Source: an optimization exercise on an open RTL-to-GDS flow (aim: small area). Production flows keep margins and buffers that such runs may drop.
Only simulation tests tie the RTL to the original design; equivalence was not proved.
No activity file was given, so power comes from the tool's default toggle rates.

==> inputs of 07-24 <==
Design DE2_115_Project_Top, start of the top module:
module DE2_115_Project_Top (
    input  wire        CLOCK_50,
    input  wire        RST,       
    input  wire [3:0]  KEY,       
    input  wire [17:0] SW,
    output wire [7:0]  LCD_DATA,
    output wire        LCD_RS,
    output wire        LCD_RW,
    output wire        LCD_EN,
    output wire        LCD_ON,
    output wire        LCD_BLON
);
    assign LCD_ON   = 1'b1;
    assign LCD_BLON = 1'b1;
    assign LCD_RW   = 1'b0;
    wire clk = CLOCK_50;
    reg kp_last, ks_last;
    always @(posedge clk) begin
        kp_last <= ~KEY[0];
        ks_last <= ~KEY[1];
    end
    wire power_rel = kp_last & KEY[0];
    wire send_rel  = ks_last & KEY[1];
    wire        start;           
    wire        booting;
    wire [4:0]  cp;
    wire        m_splash, m_blank;
    wire        digit_wr;
    wire [7:0]  chr;
    reg  [2:0]  op_l;
    reg  [3:0]  rd_l;
    reg  [3:0]  ra_l;         
    reg  [6:0]  im_l;         
    always @(posedge clk) begin
        if (start) begin
            op_l <= SW[17:15];
            rd_l <= SW[14:11];
            ra_l <= (SW[17:15] == 3'd7) ? SW[14:11] : SW[10:7];
            im_l <= SW[6:0];
        end
        if (RST) op_l <= 3'd0;
    end
    wire        sign_q;
    wire [3:0]  cntd;
    lcd_seq u_seq (
        .clk(clk), .rst(RST), .power_rel(power_rel), .send_rel(send_rel),
        .chr(chr), .op_clear(op_l == 3'd6),
        .start(start), .booting(booting), .cp(cp), .m_splash(m_splash), .m_blank(m_blank),
        .digit_wr(digit_wr),
        .lcd_data(LCD_DATA), .lcd_rs(LCD_RS), .lcd_en(LCD_EN)
    );
    lcd_chargen u_cg (
        .cp(cp), .op(op_l), .rd(rd_l), .sign_q(sign_q), .cntd(cntd),
        .m_splash(m_splash), .m_blank(m_blank), .chr(chr)
    );
    serial_cpu u_cpu (
        .clk(clk), .rst(RST), .start(start), .clr(booting || op_l == 3'd6),
        .op(op_l), .rd(rd_l), .ra(ra_l), .im(im_l), .cp(cp), .digit_wr(digit_wr),
        .sign_q(sign_q), .cntd(cntd)
    );
endmodule
export LEC_CHECK = 0
export CAP_MARGIN = 20
export CORE_MARGIN = 2
export CORE_UTILIZATION = 60
export CTS_BUF_LIST = sky130_fd_sc_hd__clkbuf_8
export CTS_CLUSTER_DIAMETER = 60
export CTS_CLUSTER_SIZE = 20
export SLEW_MARGIN = 20
create_clock -name core_clock -period 20.0 [get_ports {CLOCK_50}]
standard.sh (not shown) runs the stock make flow with config.mk's settings and CLKGATE_MAP_FILE= SYNTH_SCRIPT=/design/flow/synth_recipe.tcl, a recipe that flattens the netlist after the stock synthesis.
==> flow/flow/run.sh <==
#!/bin/bash
# Own layout flow: the standard flow, except that the combinational logic
# of the standard synthesis is re-mapped for area (registers untouched), the
# ports are buffered with the smallest buffer, and the clock tree settings
# come from config.mk. Each tool's output goes to its own log file here.
set -euo pipefail
R=orfs/results/${FLOW_PLATFORM}/DE2_115_Project_Top/base

# 1. the standard synthesis
bash standard.sh synth > 1_synth_standard.log 2>&1

# 2. re-map the combinational logic for area
cp $R/1_2_yosys.v 1_2_yosys_std.v
yosys -c flow/remap.tcl > 1_remap_yosys.log 2>&1
cp 1_2_yosys_remap.v $R/1_2_yosys.v
rm -f $R/1_synth.odb

# 3. the rest of the standard flow
bash standard.sh finish "BUFFER_PORTS_ARGS=-buffer_cell sky130_fd_sc_hd__buf_1" > 2_layout_standard.log 2>&1
==> flow/flow/abc_area.script <==
strash
dch -f
map -a
topo
==> flow/flow/dont_use.txt <==
sky130_fd_sc_hd__probe_p_8 sky130_fd_sc_hd__probec_p_8 sky130_fd_sc_hd__lpflow_bleeder_1 sky130_fd_sc_hd__lpflow_clkbufkapwr_1 sky130_fd_sc_hd__lpflow_clkbufkapwr_16 sky130_fd_sc_hd__lpflow_clkbufkapwr_2 sky130_fd_sc_hd__lpflow_clkbufkapwr_4 sky130_fd_sc_hd__lpflow_clkbufkapwr_8 sky130_fd_sc_hd__lpflow_clkinvkapwr_1 sky130_fd_sc_hd__lpflow_clkinvkapwr_16 sky130_fd_sc_hd__lpflow_clkinvkapwr_2 sky130_fd_sc_hd__lpflow_clkinvkapwr_4 sky130_fd_sc_hd__lpflow_clkinvkapwr_8 sky130_fd_sc_hd__lpflow_decapkapwr_12 sky130_fd_sc_hd__lpflow_decapkapwr_3 sky130_fd_sc_hd__lpflow_decapkapwr_4 sky130_fd_sc_hd__lpflow_decapkapwr_6 sky130_fd_sc_hd__lpflow_decapkapwr_8 sky130_fd_sc_hd__lpflow_inputiso0n_1 sky130_fd_sc_hd__lpflow_inputiso0p_1 sky130_fd_sc_hd__lpflow_inputiso1n_1 sky130_fd_sc_hd__lpflow_inputiso1p_1 sky130_fd_sc_hd__lpflow_inputisolatch_1 sky130_fd_sc_hd__lpflow_isobufsrc_1 sky130_fd_sc_hd__lpflow_isobufsrc_16 sky130_fd_sc_hd__lpflow_isobufsrc_2 sky130_fd_sc_hd__lpflow_isobufsrc_4 sky130_fd_sc_hd__lpflow_isobufsrc_8 sky130_fd_sc_hd__lpflow_isobufsrckapwr_16 sky130_fd_sc_hd__lpflow_lsbuf_lh_hl_isowell_tap_1 sky130_fd_sc_hd__lpflow_lsbuf_lh_hl_isowell_tap_2 sky130_fd_sc_hd__lpflow_lsbuf_lh_hl_isowell_tap_4 sky130_fd_sc_hd__lpflow_lsbuf_lh_isowell_4 sky130_fd_sc_hd__lpflow_lsbuf_lh_isowell_tap_1 sky130_fd_sc_hd__lpflow_lsbuf_lh_isowell_tap_2 sky130_fd_sc_hd__lpflow_lsbuf_lh_isowell_tap_4 sky130_fd_sc_hd__fill_1 sky130_fd_sc_hd__fill_2 sky130_fd_sc_hd__fill_4 sky130_fd_sc_hd__fill_8 
==> flow/flow/remap.tcl <==
# Re-map the combinational logic of the standard synthesis netlist for area.
# The registers stay as they are: same cells, same instance names.
set lib $::env(FLOW_HOME)/platforms/$::env(FLOW_PLATFORM)/lib/sky130_fd_sc_hd__tt_025C_1v80.lib
set top $::env(FLOW_TOP)
set fd [open flow/dont_use.txt r]
set du {}
foreach c [split [string trim [read $fd]]] { if {$c ne ""} { lappend du -dont_use $c } }
close $fd

# cell functions from the library; the sequential cells used are black boxes
yosys read_liberty -ignore_miss_func -ignore_miss_dir $lib
set fd [open 1_2_yosys_std.v r]
set txt [read $fd]
close $fd
set seq [lsort -unique [regexp -all -inline {sky130_fd_sc_hd__(?:df|edf|sdf|sedf|dl)[a-z0-9_]*} $txt]]
yosys blackbox {*}$seq
yosys read_verilog 1_2_yosys_std.v
yosys hierarchy -top $top
yosys flatten
yosys rename -hide w:*.*
yosys opt_clean -purge
yosys opt
yosys setundef -zero
yosys abc -liberty $lib {*}$du -script flow/abc_area.script
yosys opt_clean -purge
yosys hilomap -singleton -hicell sky130_fd_sc_hd__conb_1 HI -locell sky130_fd_sc_hd__conb_1 LO
yosys opt_clean -purge
yosys stat -liberty $lib
yosys check
yosys write_verilog -noattr -nohex -nodec 1_2_yosys_remap.v
==> inputs of 06-20, as changes to 07-24 <==
==> flow/run.sh (new file) <==
#!/bin/bash
# synth_recipe.tcl (not shown) runs the flow's synth.tcl, then flattens the netlist and writes it again
# the make line also repeats each setting of config.mk as NAME=value (left out here)
make -C /OpenROAD-flow-scripts/flow DESIGN_CONFIG=/design/flow/config.mk WORK_HOME=/design/flow/orfs CLKGATE_MAP_FILE= SYNTH_SCRIPT=/design/flow/synth_recipe.tcl finish
--- a/flow/config.mk
+++ b/flow/config.mk
@@ -9,6 +9,6 @@
 export CORE_MARGIN = 2
 export CORE_UTILIZATION = 60
-export CTS_BUF_LIST = sky130_fd_sc_hd__clkbuf_8
-export CTS_CLUSTER_DIAMETER = 60
-export CTS_CLUSTER_SIZE = 20
+export CTS_BUF_LIST = sky130_fd_sc_hd__clkbuf_16
+export CTS_CLUSTER_DIAMETER = 80
+export CTS_CLUSTER_SIZE = 30
 export SLEW_MARGIN = 20
removed: flow/flow/run.sh
removed: flow/flow/abc_area.script
removed: flow/flow/dont_use.txt
removed: flow/flow/remap.tcl
removed: flow/standard.sh
==> inputs of 05-22, as changes to 07-24 <==
==> flow/run.sh (new file) <==
#!/bin/bash
# synth_recipe.tcl (not shown) runs the flow's synth.tcl, then flattens the netlist and writes it again
# the make line also repeats each setting of config.mk as NAME=value (left out here)
make -C /OpenROAD-flow-scripts/flow DESIGN_CONFIG=/design/flow/config.mk WORK_HOME=/design/flow/orfs CLKGATE_MAP_FILE= SYNTH_SCRIPT=/design/flow/synth_recipe.tcl finish
removed: flow/flow/run.sh
removed: flow/flow/abc_area.script
removed: flow/flow/dont_use.txt
removed: flow/flow/remap.tcl
removed: flow/standard.sh
==> qor summary <==
metric	06-20	07-24	05-22
Run status	complete, no violations	complete, no violations	complete, no violations
Power attributed to sequential cells	715 uW	715 uW	716 uW
Fraction of area in clock buffers and inverters	4.40%	4.01%	3.48%
Internal power consumption	883 uW	848 uW	839 uW
Number of search-and-repair iterations in the first detailed-routing pass	4	7	5
Global-route wire length before repair	33.3 mm	33.1 mm	33.3 mm
Total power	1120 uW	1100 uW	1070 uW
Pre-CTS setup slack	13450 ps	12690 ps	13450 ps
Crit path DAT	2250 ps	7300 ps	2310 ps
WHS	305 ps	327 ps	329 ps
Inverters, non-clock	32	111	32
Effective utilization at floorplan	60.7%	61.8%	60.7%
Area fraction in compound gates after synthesis	10.9%	-	10.9%
Layout area overhead	8.99%	8.45%	7.96%


==> inputs of job 5840 <==
Another version of the RTL of DE2_115_Project_Top (not shown whole).
==> module lcd_seq, before the edit <==
module lcd_seq (
    input  wire       clk,
    input  wire       rst,
    input  wire       power_rel,
    input  wire       send_rel,
    input  wire [7:0] chr,
    input  wire       op_clear,
    output wire       start,
    output wire       booting,
    output reg  [4:0] cp,           
    output reg        m_splash,
    output reg        m_blank,
    output wire       digit_wr,
    output reg  [7:0] lcd_data,
    output reg        lcd_rs,
    output wire       lcd_en
);
    localparam [3:0] ST_OFF1  = 4'd0,    
                     ST_ISET  = 4'd1,    
                     ST_IWAIT = 4'd2,    
                     ST_IPUL  = 4'd3,    
                     ST_OFF0  = 4'd4,    
                     ST_QWAIT = 4'd5,    
                     ST_PRE   = 4'd6,    
                     ST_IDLE  = 4'd7,
                     ST_CMDW  = 4'd8,    
                     ST_CMDE  = 4'd9,    
                     ST_CHW   = 4'd10,   
                     ST_CHE   = 4'd11;   
    reg [3:0]  st;
    reg [16:0] cnt;
    wire [17:0] cc;
    wire [16:0] cinc;
    assign cc[0] = 1'b1;
    genvar gi;
    generate for (gi = 0; gi < 17; gi = gi + 1) begin : g_inc
        assign cinc[gi]  = cnt[gi] ^ cc[gi];
        assign cc[gi+1]  = cnt[gi] & cc[gi];
    end endgenerate
    function hit;
        input [16:0] c;
        input [16:0] k;
        hit = &(c | ~k);
    endfunction
    assign booting = (st[3:2] == 2'b00);
    assign lcd_en  = (st == ST_IPUL) || (st == ST_CMDE) || (st == ST_CHE);
    assign start   = (st == ST_IDLE) && !power_rel && send_rel;
    wire cp16 = (cp == 5'd16);
    wire cp0  = (cp == 5'd0);
    wire cpw  = !(cp[4] & cp[3] & (cp[2] | (cp[1] & cp[0])));    
    wire t_iwait = hit(cnt, cpw ? 17'd124666 : (cp == 5'd30) ? 17'd90000 : 17'd2000);
    wire t_qwait = hit(cnt, 17'd997);
    wire t_ipul  = hit(cnt, 17'd50);
    wire t_pre   = hit(cnt, m_blank ? 17'd4 : m_splash ? 17'd7 : 17'd5);
    wire t_cmde  = hit(cnt, 17'd25);
    wire t_cmdw  = hit(cnt, cp[4] ? 17'd2525 : 17'd80025);
    wire t_che   = hit(cnt, 17'd2475);
    wire t_chw   = hit(cnt, cp16 ? 17'd2526 : cp0 ? 17'd2527 : 17'd2525);
    wire chwr = (st == ST_CMDW && t_cmdw) || (st == ST_CHW && t_chw && !cp16 && !cp0);
    assign digit_wr = chwr && !m_blank && !m_splash && !op_clear && (cp >= 5'd27);
    reg adv;
    always @(*) begin
        case (st)
            ST_OFF1:  adv = power_rel;
            ST_OFF0:  adv = 1'b1;
            ST_QWAIT: adv = t_qwait;
            ST_ISET:  adv = 1'b1;
            ST_IPUL:  adv = t_ipul;
            ST_IWAIT: adv = t_iwait;
            ST_PRE:   adv = t_pre;
            ST_CMDE:  adv = t_cmde;
            ST_CMDW:  adv = t_cmdw;
            ST_CHE:   adv = t_che;
            ST_CHW:   adv = t_chw;
            ST_IDLE:  adv = power_rel | send_rel;
            default:  adv = 1'b1;
        endcase
    end
    always @(posedge clk) begin
        cnt <= adv ? 17'd0 : cinc;
        if (adv) begin
            case (st)
                ST_OFF1: begin
                    st <= ST_IWAIT; m_splash <= 1'b1; m_blank <= 1'b0;
                end
                ST_OFF0: begin
                    if (power_rel) begin
                        st <= ST_QWAIT; m_splash <= 1'b1; m_blank <= 1'b0;
                    end else begin
                        st <= ST_OFF1; lcd_data <= 8'h00; lcd_rs <= 1'b0;
                    end
                end
                ST_QWAIT: st <= ST_PRE;
                ST_ISET:  st <= ST_IPUL;
                ST_IPUL:  st <= ST_IWAIT;
                ST_IWAIT: begin
                    cp <= cp + 5'd1;
                    if (!cpw) begin
                        st <= (cp == 5'd31) ? ST_PRE : ST_ISET;
                        case (cp[2:0])
                            3'd3: lcd_data <= 8'h38;
                            3'd4: lcd_data <= 8'h0C;
                            3'd5: lcd_data <= 8'h01;
                            3'd6: lcd_data <= 8'h06;
                            default: lcd_data <= 8'h00;
                        endcase
                    end
                end
                ST_PRE: begin
                    st <= ST_CMDE; lcd_data <= 8'h01; lcd_rs <= 1'b0;
                end
                ST_CMDE: st <= ST_CMDW;
                ST_CMDW: begin
                    st <= ST_CHE; lcd_data <= chr; lcd_rs <= 1'b1; cp <= cp + 5'd1;
                end
                ST_CHE: st <= ST_CHW;
                ST_CHW: begin
                    if (cp16) begin
                        st <= ST_CMDE; lcd_data <= 8'hC0; lcd_rs <= 1'b0;
                    end else if (cp0) begin
                        st <= m_blank ? ST_OFF0 : ST_IDLE;
                    end else begin
                        st <= ST_CHE; lcd_data <= chr; lcd_rs <= 1'b1; cp <= cp + 5'd1;
                    end
                end
                ST_IDLE: begin
                    st <= ST_PRE;
                    m_blank <= power_rel; m_splash <= 1'b0;
                end
                default: st <= ST_OFF1;
            endcase
        end
        if (st == ST_OFF1) begin
            cp <= 5'd21; lcd_data <= 8'h00; lcd_rs <= 1'b0;
        end
        if (rst) st <= ST_OFF1;
    end
endmodule
export LEC_CHECK = 0
export CAP_MARGIN = 20
export CORE_MARGIN = 2
export CORE_UTILIZATION = 60
export CTS_BUF_LIST = sky130_fd_sc_hd__clkbuf_8
export CTS_CLUSTER_DIAMETER = 50
export CTS_CLUSTER_SIZE = 17
export SLEW_MARGIN = 20
create_clock -name core_clock -period 20.0 [get_ports {CLOCK_50}]
==> flow/flow/run.sh <==
#!/bin/bash
# Own layout flow: the standard flow, except that the combinational logic
# of the standard synthesis is re-mapped for area (registers untouched), the
# ports are buffered with the smallest buffer, and the clock tree settings
# come from config.mk. Each tool's output goes to its own log file here.
set -euo pipefail
R=orfs/results/${FLOW_PLATFORM}/DE2_115_Project_Top/base

# 1. the standard synthesis
bash standard.sh synth > 1_synth_standard.log 2>&1

# 2. re-map the combinational logic for area
cp $R/1_2_yosys.v 1_2_yosys_std.v
yosys -c flow/remap.tcl > 1_remap_yosys.log 2>&1
cp 1_2_yosys_remap.v $R/1_2_yosys.v
rm -f $R/1_synth.odb

# 3. the rest of the standard flow
bash standard.sh finish "BUFFER_PORTS_ARGS=-buffer_cell sky130_fd_sc_hd__buf_1" \
  "CTS_ARGS=-sink_clustering_enable -repair_clock_nets -buf_list sky130_fd_sc_hd__clkbuf_8 -sink_clustering_size 17 -sink_clustering_max_diameter 50 -dont_use_dummy_load" > 2_layout_standard.log 2>&1
Other scripts of this flow, unchanged in this note and not shown: flow/flow/abc_area.script, flow/flow/dont_use.txt, flow/flow/remap.tcl
==> job 7431: changes against job 5840 <==
--- a/flow/design.v
+++ b/flow/design.v
@@ -302,7 +302,12 @@
         if (st == ST_OFF1) begin
             cp <= 5'd21; lcd_data <= 8'h00; lcd_rs <= 1'b0;
         end
-        if (rst) st <= ST_OFF1;
+        if (rst) begin
+            st <= ST_OFF1;
+            m_splash <= 1'b0;
+            m_blank <= 1'b0;
+            lcd_data <= 8'h00; lcd_rs <= 1'b0;
+        end
     end
 endmodule
 module DE2_115_Project_Top (
--- a/flow/flow/run.sh
+++ b/flow/flow/run.sh
@@ -16,5 +16,4 @@
 rm -f $R/1_synth.odb
 
 # 3. the rest of the standard flow
-bash standard.sh finish "BUFFER_PORTS_ARGS=-buffer_cell sky130_fd_sc_hd__buf_1" \
-  "CTS_ARGS=-sink_clustering_enable -repair_clock_nets -buf_list sky130_fd_sc_hd__clkbuf_8 -sink_clustering_size 17 -sink_clustering_max_diameter 50 -dont_use_dummy_load" > 2_layout_standard.log 2>&1
+bash standard.sh finish "BUFFER_PORTS_ARGS=-buffer_cell sky130_fd_sc_hd__buf_1" > 2_layout_standard.log 2>&1
CTS_CLUSTER_DIAMETER = 55   (was 50)
CTS_CLUSTER_SIZE = 18   (was 17)
==> job 2612: changes against job 5840 <==
--- a/flow/design.v
+++ b/flow/design.v
@@ -302,7 +302,12 @@
         if (st == ST_OFF1) begin
             cp <= 5'd21; lcd_data <= 8'h00; lcd_rs <= 1'b0;
         end
-        if (rst) st <= ST_OFF1;
+        if (rst) begin
+            st <= ST_OFF1;
+            m_splash <= 1'b0;
+            m_blank <= 1'b0;
+            lcd_data <= 8'h00; lcd_rs <= 1'b0;
+        end
     end
 endmodule
 module DE2_115_Project_Top (
--- a/flow/flow/run.sh
+++ b/flow/flow/run.sh
@@ -16,5 +16,4 @@
 rm -f $R/1_synth.odb
 
 # 3. the rest of the standard flow
-bash standard.sh finish "BUFFER_PORTS_ARGS=-buffer_cell sky130_fd_sc_hd__buf_1" \
-  "CTS_ARGS=-sink_clustering_enable -repair_clock_nets -buf_list sky130_fd_sc_hd__clkbuf_8 -sink_clustering_size 17 -sink_clustering_max_diameter 50 -dont_use_dummy_load" > 2_layout_standard.log 2>&1
+bash standard.sh finish "BUFFER_PORTS_ARGS=-buffer_cell sky130_fd_sc_hd__buf_1" > 2_layout_standard.log 2>&1
CORE_UTILIZATION = 70   (was 60)
CTS_CLUSTER_SIZE = 18   (was 17)
==> impl_summary.log <==
INFO  metric place.gp.congestion = 0.923
INFO  metric start_util = 0.618
INFO  metric final_core_utilization = 0.670
INFO  metric worstPathMaxFanout = 18
INFO  metric place_inst = 1,174
INFO  metric multiInputGateArea = 2310 sq um
INFO  metric power.ir.vdd_worst = 0.106 mV
INFO  metric worst_setup_hold_path_clk_slew = 0.11 ns
INFO  metric sequential_share_of_power = 0.657
INFO  metric area_share_nonclk_buffers = 0.0116
INFO  metric outcome = no timing/DRC/antenna violations
-- figures above: job 7431

==> impl_summary.log <==
INFO  metric grt.met2_usage = 0.519
INFO  metric route.detailed.drc = 0
INFO  metric dr.first_iter.drc_count = 1,010
INFO  metric fin_crit = 5.93 ns
INFO  metric area_share_nonclk_buffers = 0.0116
INFO  metric worstPathMaxFanout = 13
INFO  metric layout.area.top_class = sequential cells
INFO  metric final_core_utilization = 0.770
INFO  metric outcome = no timing/DRC/antenna violations
INFO  metric crit_path_start = KEY[0]
INFO  metric multiInputGateArea = 2310 sq um
INFO  metric sequential_share_of_power = 0.651
INFO  metric comb.multi_input.count = 465
INFO  metric place.gp.congestion = 0.986
INFO  metric worst_setup_hold_path_clk_slew = 0.12 ns
INFO  metric start_util = 0.712
-- figures above: job 2612

==> impl_summary.log <==
INFO  metric worst_setup_hold_path_clk_slew = 0.10 ns
INFO  metric place.gp.congestion = 0.980
INFO  metric place_inst = 1,152
INFO  metric final_nets = 989
INFO  metric outcome = no timing/DRC/antenna violations
INFO  metric wirelength_met1 = 9.39 mm
INFO  metric seqAreaFraction = 0.678
INFO  metric final_core_utilization = 0.663
INFO  metric first_global_vias = 6,342
INFO  metric power.ir.vdd_worst = 0.0945 mV
INFO  metric sequential_share_of_power = 0.622
INFO  metric area_share_nonclk_buffers = 0.0110
INFO  metric worstPathMaxFanout = 17
INFO  metric multiInputGateArea = 2240 sq um
INFO  metric start_util = 0.615
-- figures above: job 5840

static timing again, ports no longer ideal:
The results above use ideal ports. As a check the final layouts listed here were re-extracted and re-timed, cells and wires unchanged. Step 1 sets driving cells, clkbuf_16 on the clock port and buf_2 on the other inputs (assumed; they add their load-dependent delay and slew). Step 2 moves the port delays by t, midway between the first and last clock arrival at a register: inputs arrive t later, outputs are due t later. That takes back most of the time a late clock gives input paths. a / b / c = no drivers / after step 1 / after step 2; a / b = the first two.
run | shift t [ns] | slack for setup (ns) | worst setup path at the end | worst slew at a driven data input, ns | cell pins on the clock port's net
07-24 | 0.575 | 13.182 / 13.189 / 12.615 | input to register | 0.03 | 1
06-20 | 0.528 | 13.754 / 13.708 / 13.478 | input to register | 0.04 | 1
05-22 | 0.580 | 13.693 / 13.652 / 13.464 | input to register | 0.04 | 1
job 5840 | 0.554 | 13.672 / 13.689 / 13.134 | input to register | 0.05 | 1
job 7431 | 0.609 | 13.957 / 13.974 / 13.366 | input to register | 0.06 | 1
job 2612 | 0.603 | 14.072 / 14.088 / 13.485 | input to register | 0.04 | 1
After both steps every run listed still meets setup and hold. For job 7431, which loses most, drivers alone change the setup slack by +0.017 ns; drivers and shift together by -0.591 ns.
